Context: an optimization exercise on an open-source flow, tuned for small area. The choices shown serve that exercise and are no tape-out recipe. In this exercise RTL edits were held to simulation tests only and were not proved equivalent to the original.

## Txt_Renderer
module Txt_Renderer(
	input              CLOCK_50,
	input              RST_N,         
	input       [3:1]  KEY,
	input       [9:0]  SW,
	output      [6:0]  HEX3,
	output      [6:0]  HEX5,
	output             LEDR0,
	input       [31:0] from_hps,
	output      [7:0]  hps_dout1,     
	output      [7:0]  hps_dout2,     
	output             hps_op_cplt,   
	output      [2:0]  hps_sens_mode, 
	output      [3:1]  hps_sens_t,    
	output             hps_graph,     
	output      [12:0] p1_addr,
	output             p1_we,
	output      [7:0]  p1_w,
	input       [7:0]  p1_r,
	output      [12:0] p2_addr,
	input       [7:0]  p2_r,
	output VGA_CLK,
	output VGA_BLANK_N,
	output VGA_HS,
	output VGA_VS,
	output [7:0]VGA_R,
	output [7:0]VGA_B,
	output [7:0]VGA_G
);
clock: 30.0 ns
lec_check: 0
cap_margin: 20
core_margin: 2
core_utilization: 40
cts_cluster_diameter: 80
cts_cluster_size: 30
slew_margin: 20
synth_memory_max_bits: 65536
standard.sh (not shown) runs the stock make flow with config.mk's settings and CLKGATE_MAP_FILE= SYNTH_SCRIPT=/design/flow/synth_recipe.tcl, a recipe that flattens the netlist after the stock synthesis.
==> flow/flow/run.sh <==
#!/bin/bash
# Layout flow: the standard layout (standard.sh, ORFS make targets) run
# with a copy of the ORFS scripts that changes how the layout is made, not
# what it must meet:
#  - synthesis maps to cells with flow/abc_area.script, an area-oriented ABC
#    script (delay relaxed in &nf, no buffering or upsizing; the later ORFS
#    repair steps still fix slew, capacitance and timing);
#  - clock tree synthesis inserts no dummy loads;
#  - port buffers are buf_1 cells;
#  - after global routing, non-critical gates are downsized (RECOVER_POWER).
# Every tool's output goes to ORFS's logs under orfs/logs; make's own output
# goes to flow_make.log here.
set -euo pipefail
rm -rf scripts_area
cp -r "$FLOW_HOME/scripts" scripts_area
cp flow/abc_area.script scripts_area/abc_speed.script
sed -i 's/^  -sink_clustering_enable \\$/  -sink_clustering_enable -dont_use_dummy_load \\/' scripts_area/cts.tcl
grep -q -- '-dont_use_dummy_load' scripts_area/cts.tcl
bash standard.sh SCRIPTS_DIR="$PWD/scripts_area" \
  "BUFFER_PORTS_ARGS=-buffer_cell sky130_fd_sc_hd__buf_1" \
  RECOVER_POWER=100 finish > flow_make.log 2>&1
==> flow/flow/abc_area.script <==
&get -n
&st
&dch
&nf -R 1000 -p
&st
&syn2
&if -g -K 6
&synch2
&nf -R 1000 -p
&st
&syn2
&if -g -K 6
&synch2
&nf -R 1000 -p
&put
topo
stime -c
dnsize -c
The first run produced a layout that fails on max-capacitance violations, max-slew violations.
Then changed:
==> flow/flow/run.sh (replaced) <==
#!/bin/bash
# Layout flow: the standard layout (standard.sh, all ORFS steps unchanged)
# run with a copy of the ORFS scripts in which only the ABC script that
# synthesis uses for technology mapping is replaced by flow/abc_area.script,
# an area-oriented variant (delay relaxed in &nf, no buffering or upsizing;
# the later ORFS repair steps still fix slew, capacitance and timing).
set -euo pipefail
rm -rf scripts_area
cp -r "$FLOW_HOME/scripts" scripts_area
cp flow/abc_area.script scripts_area/abc_speed.script
bash standard.sh SCRIPTS_DIR="$PWD/scripts_area" finish > flow_make.log 2>&1
Settings changed: CTS_CLUSTER_DIAMETER 80 to unset, CTS_CLUSTER_SIZE 30 to unset.
Outcome: Now the flow went through all stages and came out clean; routed wire length rises by 4.4%; non-clock buffer count went up by 11; utilization increases by 2.7 points; global-route usage increases by 1.6 points; worst hold slack gains 0.074 ns; worst setup slack is worse by 0.63 ns; maximum frequency decreases by 2.2%.

========
Another version of the RTL of Txt_Renderer (not shown whole).
Size: roughly 3800 cells after synthesis, roughly 910 flip-flops.
export LEC_CHECK = 0
export CAP_MARGIN = 10
export CORE_MARGIN = 2
export CORE_UTILIZATION = 55
export CTS_CLUSTER_DIAMETER = 70
export CTS_CLUSTER_SIZE = 28
export PLACE_DENSITY = 0.7
export SLEW_MARGIN = 10
export SYNTH_MEMORY_MAX_BITS = 65536
create_clock -name core_clock -period 30.0 [get_ports {CLOCK_50}]
==> flow/flow/run.sh <==
#!/bin/bash
# Layout flow: the standard layout (standard.sh, ORFS make targets) run
# with a copy of the ORFS scripts that changes how the layout is made, not
# what it must meet:
#  - synthesis maps to cells with flow/abc_area.script, an area-oriented ABC
#    script (rounds of &dc2, &dch and &nf with delay relaxed, no buffering
#    or upsizing; the later ORFS
#    repair steps still fix slew, capacitance and timing);
#  - clock tree synthesis inserts no dummy loads;
#  - port buffers are buf_1 cells.
# Every tool's output goes to ORFS's logs under orfs/logs; make's own output
# goes to flow_make.log here.
set -euo pipefail
rm -rf scripts_area
cp -r "$FLOW_HOME/scripts" scripts_area
cp flow/abc_area.script scripts_area/abc_speed.script
sed -i 's/^  -sink_clustering_enable \\$/  -sink_clustering_enable -dont_use_dummy_load \\/' scripts_area/cts.tcl
grep -q -- '-dont_use_dummy_load' scripts_area/cts.tcl
bash standard.sh SCRIPTS_DIR="$PWD/scripts_area" \
  "BUFFER_PORTS_ARGS=-buffer_cell sky130_fd_sc_hd__buf_1" \
  finish > flow_make.log 2>&1
==> flow/flow/abc_area.script <==
&get -n
&st
&dc2
&dch -f
&nf -R 1000 -p
&st
&dc2
&dch -f
&nf -R 1000 -p
&st
&dc2
&dch -f
&nf -R 1000 -p
&st
&dc2
&dch -f
&nf -R 1000 -p
&put
topo
stime -c
==> next run, changes <==
GPL_TIMING_DRIVEN = 0   (was unset)
Outcome:
- The changed run reached the layout checks and failed them: max-capacitance violations
- wire length decreases by about 2%
- final cell count decreases by 0.84%
- die area is unchanged
- setup slack loses 0.85 ns
- final area increases by about 0.8%
- area after synthesis does not change
- via count decreases by about 1.3%
- clock-buffer cell count is unchanged
==> next run, changes <==
CTS_CLUSTER_DIAMETER = 60   (was 70)
CTS_CLUSTER_SIZE = 25   (was 28)
Outcome: Now the flow ran to the end with no violations; routed wire length stays flat; via count stays flat; hold slack improves by 0.0030 ns.
==> next run, changes <==
CAP_MARGIN = 20   (was 10)
CORE_UTILIZATION = 40   (was 55)
GPL_TIMING_DRIVEN = unset   (was 0)
PLACE_DENSITY = unset   (was 0.7)
SLEW_MARGIN = 20   (was 10)
Core utilization fell by 16 points.
Cell count rose by roughly a tenth.
Routed wire length rose by a few percent.
Global-route usage fell by 9.3 points.
Final area rose slightly.
Area after synthesis is unchanged.
First-iteration DRC count fell by roughly a tenth.
Worst hold slack degrades by 0.0064 ns.

========
Another version of the RTL of Txt_Renderer (not shown whole).
Size in the first run: roughly 4800 cells after synthesis, about 910 flip-flops, roughly 0.053 mm² of cells after synthesis.
export LEC_CHECK = 0
export CAP_MARGIN = 20
export CORE_MARGIN = 2
export CORE_UTILIZATION = 40
export SLEW_MARGIN = 20
export SYNTH_MEMORY_MAX_BITS = 65536
create_clock -name core_clock -period 30.0 [get_ports {CLOCK_50}]
run.sh (not shown) runs the stock make flow with config.mk's settings and CLKGATE_MAP_FILE= SYNTH_SCRIPT=/design/flow/synth_recipe.tcl, a recipe that flattens the netlist after the stock synthesis.
Stock flow here: none of the scripts above is used.
Then changed:
Settings changed: CAP_MARGIN 20 to 5, CORE_UTILIZATION 40 to 55, PLACE_DENSITY set to 0.72, SLEW_MARGIN 20 to 5.
Critical path depth is unchanged.
Non-clock buffer count shrinks by 12.
Fmax shrinks by 0.84%.
Count of clock-buffer cells in the layout shrinks by 9.
Synthesized area does not change.
Setup slack got worse by 0.25 ns.
Wire length shrinks by 4.9%.
Synthesized cell count stays the same.

==> static timing again, ports no longer ideal <==
In the flow no input, the clock included, has a driving cell. The finished layouts below were timed again as built, in two steps.
Step 1: set_driving_cell puts a clkbuf_16 on CLOCK_50 and a buf_2 on each other input, an assumption about the parent block.
Step 2 moves the port delays by t, midway between the first and last clock arrival at a register: inputs arrive t later, outputs are due t later. That takes back most of the time a late clock gives input paths.
Three values: ideal, step 1, step 2; two values: the first two.
run | shift t [ns] | setup slack, ns | worst hold slack (ns) | clock arrival spread, ns | slew at the worst register clock pin (ns)
the first run of note 1 | 0.706 | 1.623 / 1.601 / 1.601 | 0.308 / 0.308 / 0.308 | 0.170 / 0.170 | 0.11 / 0.11
the second run of note 1 | 0.775 | 0.994 / 0.957 / 0.957 | 0.381 / 0.381 / 0.381 | 0.047 / 0.048 | 0.08 / 0.08
the first run of note 2 | 0.706 | 1.580 / 1.552 / 1.552 | 0.366 / 0.366 / 0.366 | 0.111 / 0.111 | 0.11 / 0.11
the second run of note 2 | 0.690 | 0.728 / 0.706 / 0.706 | 0.365 / 0.365 / 0.365 | 0.122 / 0.122 | 0.11 / 0.11
the third run of note 2 | 0.713 | 0.892 / 0.870 / 0.870 | 0.368 / 0.368 / 0.368 | 0.110 / 0.110 | 0.10 / 0.10
the fourth run of note 2 | 0.719 | 1.585 / 1.559 / 1.559 | 0.362 / 0.362 / 0.362 | 0.101 / 0.101 | 0.09 / 0.09
the first run of note 3 | 0.748 | 0.952 / 0.917 / 0.917 | 0.380 / 0.380 / 0.380 | 0.061 / 0.061 | 0.08 / 0.08
the second run of note 3 | 0.750 | 0.706 / 0.666 / 0.666 | 0.378 / 0.378 / 0.378 | 0.043 / 0.043 | 0.07 / 0.07
For the second run of note 3, which loses most, drivers alone change the setup slack by -0.040 ns; drivers and shift together by -0.040 ns.
